This is an optimization exercise on Yosys and OpenROAD, whose aim is small area, a short achievable clock period and few clock cycles per item, not a production implementation.
At most, simulation tests tie the RTL to the original design; equivalence was not proved.

== run A ==
// angle_frame
module angle_frame(
	input clk,
	input rst,
	input start,
	input [11:0] x,
	input [11:0] y,
	output [55:0] frame,
	output frame_valid
    );
For scale: about 2500 cells after synthesis, about 84 I/O pins, about 0.016 sq mm of cells after synthesis.
==> module conv_dec_ascii, before the edit <==
module conv_dec_ascii(
	input  [16:0] d_in,
	output [20:0] digits     
    );
	wire [6:0] i = d_in[16:10];
	wire [9:0] f = d_in[9:0];
	wire [13:0] m1 = {1'b0, f, 3'b0} + {3'b0, f, 1'b0};
	wire [13:0] m2 = {1'b0, m1[9:0], 3'b0} + {3'b0, m1[9:0], 1'b0};
	wire [13:0] m3 = {1'b0, m2[9:0], 3'b0} + {3'b0, m2[9:0], 1'b0};
	wire [3:0] qh = m1[13:10];
	wire [3:0] qt = m2[13:10];
	wire [3:0] qo = m3[13:10];
	wire [3:0] it = (i >= 7'd120) ? 4'd12 : (i >= 7'd110) ? 4'd11 : (i >= 7'd100) ? 4'd10 :
	                (i >= 7'd90) ? 4'd9 : (i >= 7'd80) ? 4'd8 : (i >= 7'd70) ? 4'd7 :
	                (i >= 7'd60) ? 4'd6 : (i >= 7'd50) ? 4'd5 : (i >= 7'd40) ? 4'd4 :
	                (i >= 7'd30) ? 4'd3 : (i >= 7'd20) ? 4'd2 : (i >= 7'd10) ? 4'd1 : 4'd0;
	wire [6:0] io = i - {it, 3'b0} - {2'b0, it, 1'b0};
	wire       ih = it[3] & (it[2] | it[1]);
	wire [8:0] ti = {ih, ih ? it - 4'd10 : it, io[3:0]};
	assign digits = {ti, qh, qt, qo};
endmodule
==> module angle_frame, before the edit <==
module angle_frame(
	input clk,
	input rst,
	input start,
	input [11:0] x,
	input [11:0] y,
	output [55:0] frame,
	output frame_valid
    );
	reg        busy;
	reg        valid;
	reg  [20:0] dig;
	reg  [7:0]  crc_hi;          
	wire [31:0] z;
	wire [20:0] dig_next;
	wire [7:0]  crc_hi_next, crc_lo, crc_0;
	wire        done;
	atang Arctg_alg(.clk(clk), .load(start), .x(x), .y(y), .z(z), .done(done));
	conv_dec_ascii Conversie(.d_in(z[31:15]), .digits(dig_next));
	CRC crc_a(.digits({dig_next[20:4], 4'd0}), .crc(crc_hi_next));
	CRC crc_b(.digits({17'd0, dig[3:0]}), .crc(crc_lo));
	CRC crc_c(.digits(21'd0), .crc(crc_0));
	wire last = done;
	always @(posedge clk) begin
		dig <= dig_next;
		crc_hi <= crc_hi_next;
		if (rst) begin
			busy  <= 1'b0;
			valid <= 1'b0;
		end else begin
			busy  <= start | (busy & ~last);
			valid <= busy & last;
		end
	end
	assign frame = {7'b0011000, dig[20], 4'h3, dig[19:16], 4'h3, dig[15:12],
	                4'h3, dig[11:8], 4'h3, dig[7:4], 4'h3, dig[3:0],
	                crc_hi ^ crc_lo ^ crc_0};
	assign frame_valid = valid;
endmodule
clock: 8.0 ns
lec_check: 0
cap_margin: 20
core_margin: 2
core_utilization: 40
cts_buf_list: sky130_fd_sc_hd__clkbuf_16
cts_cluster_diameter: 80
cts_cluster_size: 24
setup_slack_margin: 4.8
slew_margin: 20
synth_memory_max_bits: 65536
standard.sh (not shown) runs the stock make flow with config.mk's settings and CLKGATE_MAP_FILE= SYNTH_SCRIPT=/design/flow/synth_recipe.tcl, a recipe that flattens the netlist after the stock synthesis.
==> flow/flow/run.sh <==
#!/bin/bash
# Layout flow: the standard synthesis, then the combinational logic
# (everything but the flip-flops, which keep their names and cells) is
# re-mapped by ABC with an area-recovering script; then the standard
# layout from the netlist, with sky130_fd_sc_hd__buf_2 port buffers.
# Every tool's output goes to a log file in this folder.
set -euo pipefail
bash standard.sh synth > flow_synth.log 2>&1
R=orfs/results/sky130hd/angle_frame/base
cp $R/1_2_yosys.v $R/1_2_yosys_standard.v
LIB=$FLOW_HOME/platforms/sky130hd/lib/sky130_fd_sc_hd__tt_025C_1v80.lib
sed -e "s#@IN@#$R/1_2_yosys_standard.v#" -e "s#@OUT@#$R/1_2_yosys.v#" \
    -e "s#@LIB@#$LIB#g" -e "s#@ABC@#flow/resynth.abc#" flow/resynth.ys > resynth.ys
yosys -l yosys_resynth.log -q resynth.ys > /dev/null 2>&1
bash standard.sh BUFFER_PORTS_ARGS="-buffer_cell sky130_fd_sc_hd__buf_2" finish > flow_finish.log 2>&1
Other scripts of this flow, unchanged in this note and not shown: flow/flow/resynth.abc, flow/flow/resynth.ys
Testbench counts of run A, summed over its fixed seeds: cycles 159,356, frames 8,000.
## Diff of input files: run B against run A
--- a/flow/design.v
+++ b/flow/design.v
@@ -691,16 +691,16 @@
 	input  [16:0] d_in,
 	output [20:0] digits     
     );
 	wire [6:0] i = d_in[16:10];
 	wire [9:0] f = d_in[9:0];
-	wire [13:0] m1 = {1'b0, f, 3'b0} + {3'b0, f, 1'b0};
-	wire [13:0] m2 = {1'b0, m1[9:0], 3'b0} + {3'b0, m1[9:0], 1'b0};
-	wire [13:0] m3 = {1'b0, m2[9:0], 3'b0} + {3'b0, m2[9:0], 1'b0};
-	wire [3:0] qh = m1[13:10];
-	wire [3:0] qt = m2[13:10];
-	wire [3:0] qo = m3[13:10];
+	wire [13:0] p1 = {1'b0, f, 3'b0} + {3'b0, f, 1'b0};
+	wire [16:0] p2 = {1'b0, f, 6'b0} + {2'b0, f, 5'b0} + {5'b0, f, 2'b0};
+	wire [13:0] p3 = {1'b0, p2[9:0], 3'b0} + {3'b0, p2[9:0], 1'b0};
+	wire [3:0] qh = p1[13:10];
+	wire [3:0] qt = p2[13:10] - {qh[0], 3'b0} - {qh[2:0], 1'b0};
+	wire [3:0] qo = p3[13:10];
 	wire [3:0] it = (i >= 7'd120) ? 4'd12 : (i >= 7'd110) ? 4'd11 : (i >= 7'd100) ? 4'd10 :
 	                (i >= 7'd90) ? 4'd9 : (i >= 7'd80) ? 4'd8 : (i >= 7'd70) ? 4'd7 :
 	                (i >= 7'd60) ? 4'd6 : (i >= 7'd50) ? 4'd5 : (i >= 7'd40) ? 4'd4 :
 	                (i >= 7'd30) ? 4'd3 : (i >= 7'd20) ? 4'd2 : (i >= 7'd10) ? 4'd1 : 4'd0;
 	wire [6:0] io = i - {it, 3'b0} - {2'b0, it, 1'b0};
@@ -740,32 +740,32 @@
 	output frame_valid
     );
 	reg        busy;
 	reg        valid;
 	reg  [20:0] dig;
-	reg  [7:0]  crc_hi;          
+	reg  [7:0]  crc;
 	wire [31:0] z;
 	wire [20:0] dig_next;
-	wire [7:0]  crc_hi_next, crc_lo, crc_0;
+	wire [7:0]  crc_hi, crc_lo, crc_0;
 	wire        done;
 	atang Arctg_alg(.clk(clk), .load(start), .x(x), .y(y), .z(z), .done(done));
 	conv_dec_ascii Conversie(.d_in(z[31:15]), .digits(dig_next));
-	CRC crc_a(.digits({dig_next[20:4], 4'd0}), .crc(crc_hi_next));
-	CRC crc_b(.digits({17'd0, dig[3:0]}), .crc(crc_lo));
+	CRC crc_a(.digits({dig_next[20:4], 4'd0}), .crc(crc_hi));
+	CRC crc_b(.digits({17'd0, dig_next[3:0]}), .crc(crc_lo));
 	CRC crc_c(.digits(21'd0), .crc(crc_0));
 	wire last = done;
 	always @(posedge clk) begin
 		dig <= dig_next;
-		crc_hi <= crc_hi_next;
+		crc <= crc_hi ^ crc_lo ^ crc_0;
 		if (rst) begin
 			busy  <= 1'b0;
 			valid <= 1'b0;
 		end else begin
 			busy  <= start | (busy & ~last);
 			valid <= busy & last;
 		end
 	end
 	assign frame = {7'b0011000, dig[20], 4'h3, dig[19:16], 4'h3, dig[15:12],
 	                4'h3, dig[11:8], 4'h3, dig[7:4], 4'h3, dig[3:0],
-	                crc_hi ^ crc_lo ^ crc_0};
+	                crc};
 	assign frame_valid = valid;
 endmodule
| number of cells on the worst reg-to-reg path | run B vs run A | 2 lower |
Aggregate routed wire length grows by a few percent when moving from run A to run B.
Higher fraction of met2 tracks used by global routing among run B and run A: run A
Run B against run A: total non-filler cell area in the finished layout grew by 420 sq um.
Function not checked in run B: the RTL went through the layout flow alone.


## the baseline
angle_frame again, from the RTL that the note above started with.
export LEC_CHECK = 0
export CAP_MARGIN = 20
export CORE_MARGIN = 2
export CORE_UTILIZATION = 40
export CTS_BUF_LIST = sky130_fd_sc_hd__clkbuf_8
export SETUP_SLACK_MARGIN = 4.0
export SLEW_MARGIN = 20
export SYNTH_MEMORY_MAX_BITS = 65536
create_clock -name core_clock -period 8.0 [get_ports {clk}]
==> flow/flow/resynth.abc <==
strash
dch
map -B 0.2
topo
stime -c
upsize -c
dnsize -c
==> flow/flow/resynth.ys <==
read_liberty -overwrite -ignore_miss_func @LIB@
read_verilog -overwrite @IN@
hierarchy -top angle_frame
setattr -mod -set keep_hierarchy 1 sky130_fd_sc_hd__df*
flatten
opt_clean
abc -script @ABC@ -liberty @LIB@ -dont_use sky130_fd_sc_hd__lpflow_bleeder_1 -dont_use sky130_fd_sc_hd__lpflow_clkbufkapwr_1 -dont_use sky130_fd_sc_hd__lpflow_clkbufkapwr_16 -dont_use sky130_fd_sc_hd__lpflow_clkbufkapwr_2 -dont_use sky130_fd_sc_hd__lpflow_clkbufkapwr_4 -dont_use sky130_fd_sc_hd__lpflow_clkbufkapwr_8 -dont_use sky130_fd_sc_hd__lpflow_clkinvkapwr_1 -dont_use sky130_fd_sc_hd__lpflow_clkinvkapwr_16 -dont_use sky130_fd_sc_hd__lpflow_clkinvkapwr_2 -dont_use sky130_fd_sc_hd__lpflow_clkinvkapwr_4 -dont_use sky130_fd_sc_hd__lpflow_clkinvkapwr_8 -dont_use sky130_fd_sc_hd__lpflow_decapkapwr_12 -dont_use sky130_fd_sc_hd__lpflow_decapkapwr_3 -dont_use sky130_fd_sc_hd__lpflow_decapkapwr_4 -dont_use sky130_fd_sc_hd__lpflow_decapkapwr_6 -dont_use sky130_fd_sc_hd__lpflow_decapkapwr_8 -dont_use sky130_fd_sc_hd__lpflow_inputiso0n_1 -dont_use sky130_fd_sc_hd__lpflow_inputiso0p_1 -dont_use sky130_fd_sc_hd__lpflow_inputiso1n_1 -dont_use sky130_fd_sc_hd__lpflow_inputiso1p_1 -dont_use sky130_fd_sc_hd__lpflow_inputisolatch_1 -dont_use sky130_fd_sc_hd__lpflow_isobufsrc_1 -dont_use sky130_fd_sc_hd__lpflow_isobufsrc_16 -dont_use sky130_fd_sc_hd__lpflow_isobufsrc_2 -dont_use sky130_fd_sc_hd__lpflow_isobufsrc_4 -dont_use sky130_fd_sc_hd__lpflow_isobufsrc_8 -dont_use sky130_fd_sc_hd__lpflow_isobufsrckapwr_16 -dont_use sky130_fd_sc_hd__lpflow_lsbuf_lh_hl_isowell_tap_1 -dont_use sky130_fd_sc_hd__lpflow_lsbuf_lh_hl_isowell_tap_2 -dont_use sky130_fd_sc_hd__lpflow_lsbuf_lh_hl_isowell_tap_4 -dont_use sky130_fd_sc_hd__lpflow_lsbuf_lh_isowell_4 -dont_use sky130_fd_sc_hd__lpflow_lsbuf_lh_isowell_tap_1 -dont_use sky130_fd_sc_hd__lpflow_lsbuf_lh_isowell_tap_2 -dont_use sky130_fd_sc_hd__lpflow_lsbuf_lh_isowell_tap_4 -dont_use sky130_fd_sc_hd__probe_p_8 -dont_use sky130_fd_sc_hd__probec_p_8 
opt_clean -purge
hilomap -singleton -hicell sky130_fd_sc_hd__conb_1 HI -locell sky130_fd_sc_hd__conb_1 LO
setundef -zero
splitnets
opt_clean -purge
stat -liberty @LIB@
delete =sky130_fd_sc_hd__*
write_verilog -noattr -noexpr -nohex -nodec @OUT@
Scripts as last shown in full above: flow/flow/run.sh
Testbench counts of the baseline, summed over its fixed seeds: cycles 159,356, frames 8,000.
diff inputs: the baseline => the candidate
-- flow/design.v --
<<< the baseline, line 11
	reg  [31:0] zr;
	reg  [31:1] t;               
	reg  [16:0] oh;              
	reg         dn;              
	wire d = rr[34];             
>>> the candidate, line 11
	reg  [31:0] zr;
	reg  [31:1] t;               
	wire [30:0] oh = t[31:1] & ~{t[30:1], 1'b0};    
	reg         dn;              
	wire d = rr[34];             
<<< the baseline, line 103
	always @(posedge clk) begin
		t <= load ? 31'h7fffffff : {t[30:1], 1'b0};
		oh <= load ? 17'd1 : {oh[15:0], 1'b0};
		a <= load ? 30'h35214E63 : anext;
		dn <= load ? ~xy_dif[12] : ~rnext[34];
>>> the candidate, line 103
	always @(posedge clk) begin
		t <= load ? 31'h7fffffff : {t[30:1], 1'b0};
		a <= load ? 30'h35214E63 : anext;
		dn <= load ? ~xy_dif[12] : ~rnext[34];
Notes after the runs:
- Required time reported for the critical path endpoint ended up 0.09 ns lower on the candidate than on the baseline.
- Across the candidate and the baseline, the outcome is the same: a clean finish for every run.
- Relative to the baseline, synthesized cell count decreased by 67 in the candidate.
Function not checked in the candidate: the RTL went through the layout flow alone.


## middle
angle_frame again, from the RTL that the note above started with.
export LEC_CHECK = 0
export CAP_MARGIN = 20
export CORE_MARGIN = 2
export CORE_UTILIZATION = 40
export CTS_BUF_LIST = sky130_fd_sc_hd__clkbuf_16
export CTS_CLUSTER_DIAMETER = 80
export CTS_CLUSTER_SIZE = 24
export SETUP_SLACK_MARGIN = 4.5
export SLEW_MARGIN = 20
export SYNTH_MEMORY_MAX_BITS = 65536
create_clock -name core_clock -period 8.0 [get_ports {clk}]
Scripts as last shown in full above: flow/flow/run.sh, flow/flow/resynth.abc, flow/flow/resynth.ys
Testbench counts of middle, summed over its fixed seeds: cycles 159,356, frames 8,000.
diff inputs: middle => north
--- a/flow/design.v
+++ b/flow/design.v
@@ -1,14 +1,16 @@
 module atang(
 	input             clk,
 	input             load,       
 	input      [11:0] x,
 	input      [11:0] y,
 	output     [31:0] z,
-	output            done        
+	output            far2,       
+	output            far1,       
+	output            dec         
     );
 	reg  [32:0] xr;              
 	reg  [34:0] rr;              
 	reg  [31:0] zr;
 	reg  [31:1] t;               
 	reg  [16:0] oh;              
 	reg         dn;              
@@ -112,15 +114,17 @@
 		end else begin
 			xr <= xnext;
 			rr <= rnext;
 			zr <= znext;
 		end
 	end
 	wire [14:0] zl = zr[14:0] ^ {15{dn}};
-	assign done = ~|a[29:14] & (zl >= {a[13:0], 1'b0});
+	assign far2 = ~|a[29:14] & (zl >= {a[13:0], 1'b0});
+	assign far1 = ~|a[29:15] & (zl >= a[14:0]);
+	assign dec = dx;
 	assign z = zr;
 endmodule
 module add35(input [34:0] a, input [34:0] b, input ci, output [34:0] s);
 	wire [34:0] p0 = a ^ b;
 	wire [34:0] g0 = a & b;
 	wire gc0 = g0[0] | (p0[0] & ci);
 	wire gn1 = g0[1] | (p0[1] & gc0);
@@ -742,30 +746,37 @@
 	reg        busy;
 	reg        valid;
 	reg  [20:0] dig;
 	reg  [7:0]  crc_hi;          
 	wire [31:0] z;
 	wire [20:0] dig_next;
 	wire [7:0]  crc_hi_next, crc_lo, crc_0;
-	wire        done;
-	atang Arctg_alg(.clk(clk), .load(start), .x(x), .y(y), .z(z), .done(done));
+	wire        far2, far1, dec;
+	atang Arctg_alg(.clk(clk), .load(start), .x(x), .y(y), .z(z),
+	                .far2(far2), .far1(far1), .dec(dec));
 	conv_dec_ascii Conversie(.d_in(z[31:15]), .digits(dig_next));
 	CRC crc_a(.digits({dig_next[20:4], 4'd0}), .crc(crc_hi_next));
 	CRC crc_b(.digits({17'd0, dig[3:0]}), .crc(crc_lo));
 	CRC crc_c(.digits(21'd0), .crc(crc_0));
-	wire last = done;
+	reg        pend;
+	reg        dprev;
+	wire       late = pend & (dec ^ dprev);
+	wire       live = busy & ~late;
 	always @(posedge clk) begin
 		dig <= dig_next;
 		crc_hi <= crc_hi_next;
+		dprev <= dec;
 		if (rst) begin
 			busy  <= 1'b0;
 			valid <= 1'b0;
+			pend  <= 1'b0;
 		end else begin
-			busy  <= start | (busy & ~last);
-			valid <= busy & last;
+			busy  <= start | (live & ~far2);
+			valid <= live & far2;
+			pend  <= live & ~far2 & far1;
 		end
 	end
 	assign frame = {7'b0011000, dig[20], 4'h3, dig[19:16], 4'h3, dig[15:12],
 	                4'h3, dig[11:8], 4'h3, dig[7:4], 4'h3, dig[3:0],
 	                crc_hi ^ crc_lo ^ crc_0};
-	assign frame_valid = valid;
+	assign frame_valid = valid | late;
 endmodule
Results
In the metrics for middle and north, the one carrying the higher data required time of the critical path is middle.
north vs middle on clock-cell share of area: north is the lower one.
Core area, middle and north: higher on north
When north is measured against middle, its met2 demand-to-capacity share in global routing turns out 3.3 points higher.
Per the comparison of north with middle, total number of multi-input combinational cells neither gained nor lost much; detailed-route via count picked up an extra about 3%.
middle → north: minimum clock period now larger; sequential cell count saw an increase.
In north relative to middle, finished layout cell area had gone up by a few percent.
north against middle; routed wire length per instance is up by a few percent.
Compared with middle, north supports a lower clock frequency.
No functional check of the RTL was part of north.

static timing again, ports no longer ideal:
The flow's constraints put no driver on any port. The routed layouts listed below were extracted and timed again, unchanged, in two steps. Step 1: set_driving_cell puts a clkbuf_16 on clk and a buf_2 on each other input, an assumption about the parent block. Step 2 adds t to the input delays and takes it off the output delays; t is the mean of the earliest and latest rising clock arrival at the registers after step 1. Input paths then give back, and output paths get back, about the clock's delay inside the block. a / b / c = ideal / step 1 / step 2; a / b = the first two.
run	t (ns)	setup WS [ns]	worst register clock-pin slew, ns
run A	0.581	4.695 / 4.706 / 4.125	0.09 / 0.09
run B	0.584	4.854 / 4.849 / 4.265	0.10 / 0.10
the baseline	0.663	4.176 / 4.176 / 3.962	0.07 / 0.07
the candidate	0.570	4.157 / 4.157 / 3.833	0.12 / 0.12
middle	0.589	4.653 / 4.653 / 4.123	0.10 / 0.10
north	0.575	4.625 / 4.569 / 4.117	0.10 / 0.10
After both steps every run listed still meets setup and hold. For run B, which loses most, drivers alone change the setup slack by -0.005 ns; drivers and shift together by -0.589 ns.
